From an optimization exercise on the open Yosys and OpenROAD flow, aimed at small area, a short achievable clock period and few clock cycles; shortcuts taken in it are not production practice.

## oak
==> flow/design.v <==
`timescale 1ns / 1ps
module ALU (
    input  [31:0] a,
    input  [31:0] b,
    input         sub,
    input         op_and,
    input         op_or,
    output [31:0] y
);
wire [31:0] bb = b ^ {32{sub}};
wire [31:0] s;
KSAdd #(.W(32)) add_u (.a(a), .b(bb), .ci(sub), .s(s));
wire op_sum = ~op_and & ~op_or;
assign y = ({32{op_and}} & (a & b)) | ({32{op_or}} & (a | b)) | ({32{op_sum}} & s);
endmodule
module KSAdd #(parameter W = 32) (
    input  [W-1:0] a,
    input  [W-1:0] b,
    input          ci,
    output [W-1:0] s
);
localparam L = $clog2(W + 1);
wire [W:0] g0 = {a & b, ci};
wire [W:0] p0 = {a ^ b, 1'b0};
wire [W:0] g [0:L];
wire [W:0] p [0:L];
assign g[0] = g0;
assign p[0] = p0;
genvar k, i;
generate
    for (k = 0; k < L; k = k + 1) begin : lvl
        for (i = 0; i <= W; i = i + 1) begin : bit_
            if (i >= (1 << k)) begin : comb
                assign g[k+1][i] = g[k][i] | (p[k][i] & g[k][i - (1 << k)]);
                assign p[k+1][i] = p[k][i] & p[k][i - (1 << k)];
            end else begin : pass
                assign g[k+1][i] = g[k][i];
                assign p[k+1][i] = p[k][i];
            end
        end
    end
endgenerate
assign s = p0[W:1] ^ g[L][W-1:0];
endmodule
`timescale 1ns / 1ps
module RegFile (
    input         clk,
    input  [4:0]  ra1,
    input  [4:0]  ra2,
    output [31:0] rd1,
    output [31:0] rd2,
    input         we,
    input  [4:0]  wa,
    input  [31:0] wd
);
reg [31:0] regmemory [0:31];
assign rd1 = regmemory[ra1];
assign rd2 = regmemory[ra2];
always @(posedge clk)
    if (we) regmemory[wa] <= wd;
endmodule
`timescale 1ns / 1ps
module top_module(
    input clk,
    input reset,
    output [9:0] mem_addr,
    output [31:0] mem_wdata,
    output mem_we,
    input [31:0] mem_rdata
    );
reg  [9:0]  addr;       
reg  [9:0]  rpc;        
reg         mcyc;       
reg         we;         
reg  [31:0] wd;         
reg         m_lw;       
reg  [4:0]  m_dest;     
reg         x_wb;       
reg         x_lw, x_sw, x_beq;
reg         x_sub, x_and, x_or;
reg         x_fa, x_fb;  
reg  [4:0]  x_dest;
reg  [9:0]  x_imm;
reg  [9:0]  x_btgt;
reg  [31:0] A, B;
reg         w_v;
reg  [4:0]  w_dest;
reg  [31:0] WR;
assign mem_addr  = addr;
assign mem_we    = we;
assign mem_wdata = wd;
wire [31:0] ins  = mem_rdata;
wire [5:0]  op   = ins[31:26];
wire [4:0]  f_rs = ins[25:21];
wire [4:0]  f_rt = ins[20:16];
wire [4:0]  f_rd = ins[15:11];
wire [5:0]  fn   = ins[5:0];
wire f_r    = (op == 6'b000000);
wire f_addi = (op == 6'b001000);
wire f_lw   = (op == 6'b100011);
wire f_sw   = (op == 6'b101011);
wire f_beq  = (op == 6'b000100);
wire f_j    = (op == 6'b000010);
wire [31:0] opa = x_fa ? WR : A;
wire [31:0] opb = x_fb ? WR : B;
wire [31:0] alu;
ALU alu_u (.a(opa), .b(opb), .sub(x_sub), .op_and(x_and), .op_or(x_or), .y(alu));
wire        x_eq     = (opa == opb);
wire        redirect = x_beq & x_eq;
wire        x_mem    = x_lw | x_sw;
wire [9:0]  daddr    = opa[9:0] + x_imm;
wire [31:0] rf1, rf2;
RegFile regfile (.clk(clk), .ra1(f_rs), .ra2(f_rt), .rd1(rf1), .rd2(rf2),
                 .we(w_v), .wa(w_dest), .wd(WR));
wire        x_prod = x_wb | x_lw;           
wire        wbyp1  = w_v & (w_dest == f_rs);
wire        wbyp2  = w_v & (w_dest == f_rt);
wire [31:0] f_a    = wbyp1 ? WR : rf1;
wire [31:0] f_b    = f_addi ? {{16{ins[15]}}, ins[15:0]} : (wbyp2 ? WR : rf2);
wire [9:0]  addr_p1 = addr + 10'd1;
wire [9:0]  f_btgt;
KSAdd #(.W(10)) btgt_u (.a(addr), .b(ins[9:0]), .ci(1'b1), .s(f_btgt));
wire        f_bsame = f_beq & (f_rs == f_rt);    
wire [9:0]  f_next  = f_j ? ins[9:0] : f_bsame ? f_btgt : addr_p1;
always @(posedge clk) begin
    if (mcyc) begin
        w_dest <= m_dest;
        WR     <= mem_rdata;
    end else begin
        w_dest <= x_dest;
        WR     <= alu;
    end
end
always @(posedge clk) begin
    wd     <= opb;       
    m_dest <= x_dest;
    m_lw   <= x_lw;
    if (reset) begin
        addr  <= 10'd0;
        mcyc  <= 1'b0;
        we    <= 1'b0;
        x_wb  <= 1'b0;
        x_lw  <= 1'b0;
        x_sw  <= 1'b0;
        x_beq <= 1'b0;
        w_v   <= 1'b0;
    end else if (mcyc) begin
        addr   <= rpc;
        mcyc   <= 1'b0;
        we     <= 1'b0;
        w_v    <= m_lw;
    end else begin
        if (redirect) begin
            addr <= x_btgt;
        end else if (x_mem) begin
            addr <= daddr;
            rpc  <= f_next;
        end else begin
            addr <= f_next;
        end
        mcyc   <= x_mem;
        we     <= x_sw;
        w_v    <= x_wb;
        x_wb   <= ~redirect & (f_r | f_addi);
        x_lw   <= ~redirect & f_lw;
        x_sw   <= ~redirect & f_sw;
        x_beq  <= ~redirect & f_beq & ~f_bsame;
        x_sub  <= f_r & (fn == 6'b100010);
        x_and  <= f_r & (fn == 6'b100100);
        x_or   <= f_r & (fn != 6'b100000) & (fn != 6'b100010) & (fn != 6'b100100);
        x_fa   <= x_prod & (x_dest == f_rs);
        x_fb   <= x_prod & (x_dest == f_rt) & ~f_addi;
        x_dest <= f_r ? f_rd : f_rt;
        x_imm  <= ins[9:0];
        x_btgt <= f_btgt;
        A <= f_a;
        B <= f_b;
    end
end
endmodule
Settings: LEC_CHECK=0, ABC_CLOCK_PERIOD_IN_PS=3000, CAP_MARGIN=20, CORE_MARGIN=2, CORE_UTILIZATION=40, CTS_CLUSTER_DIAMETER=60, CTS_CLUSTER_SIZE=30, PLACE_DENSITY=0.6, SETUP_SLACK_MARGIN=5, SLEW_MARGIN=20; clock period 9.0 ns.
standard.sh (not shown) runs the stock make flow with config.mk's settings and CLKGATE_MAP_FILE= SYNTH_SCRIPT=/design/flow/synth_recipe.tcl, a recipe that flattens the netlist after the stock synthesis.
==> flow/flow/run.sh <==
#!/bin/bash
set -euo pipefail
bash standard.sh SETUP_SLACK_MARGIN=5.6 finish > make.log 2>&1
oak | status: complete | timing, DRC, antenna: pass
The inputs of pine differ from those of oak as listed below.
- CTS_CLUSTER_SIZE no longer set, was 30
- CTS_CLUSTER_DIAMETER no longer set, was 60
==> flow/flow/run.sh <==
#!/bin/bash
set -euo pipefail
bash standard.sh SETUP_SLACK_MARGIN=5.9 finish > make.log 2>&1
Results
- Against oak, pine reports a worst setup skew after layout that is lower.
- Post-cts sizing count, pine and oak: larger value in pine
- Against oak as the reference, pine delivers a higher met2 track utilization from global routing.
- Summary of pine over oak: clock period minus final worst setup slack dropped 0.13 ns, layout overhead on the synthesized area climbed 5.7 points.
No functional check of the RTL was part of any run of this note.

-- afterwards: timing with drivers on the ports --
The results above use ideal ports. As a check the final layouts listed here were re-extracted and re-timed, cells and wires unchanged.
Step 1 assumes that a clkbuf_16 drives the clock port and a buf_2 every other input.
Step 2 adds t to the input delays and takes it off the output delays; t is the mean of the earliest and latest rising clock arrival at the registers after step 1. Input paths then give back, and output paths get back, about the clock's delay inside the block.
a / b / c = ideal / step 1 / step 2; a / b = the first two.
run	t (ns)	slack for setup (ns)	clock arrival spread, ns
oak	0.828	5.330 / 5.330 / 4.589	0.037 / 0.037
pine	0.859	5.460 / 5.352 / 4.493	0.032 / 0.032
After both steps setup and hold are still met in every run listed. The setup slack of pine, which loses most, moves by -0.108 ns with the drivers and by -0.967 ns with both steps.
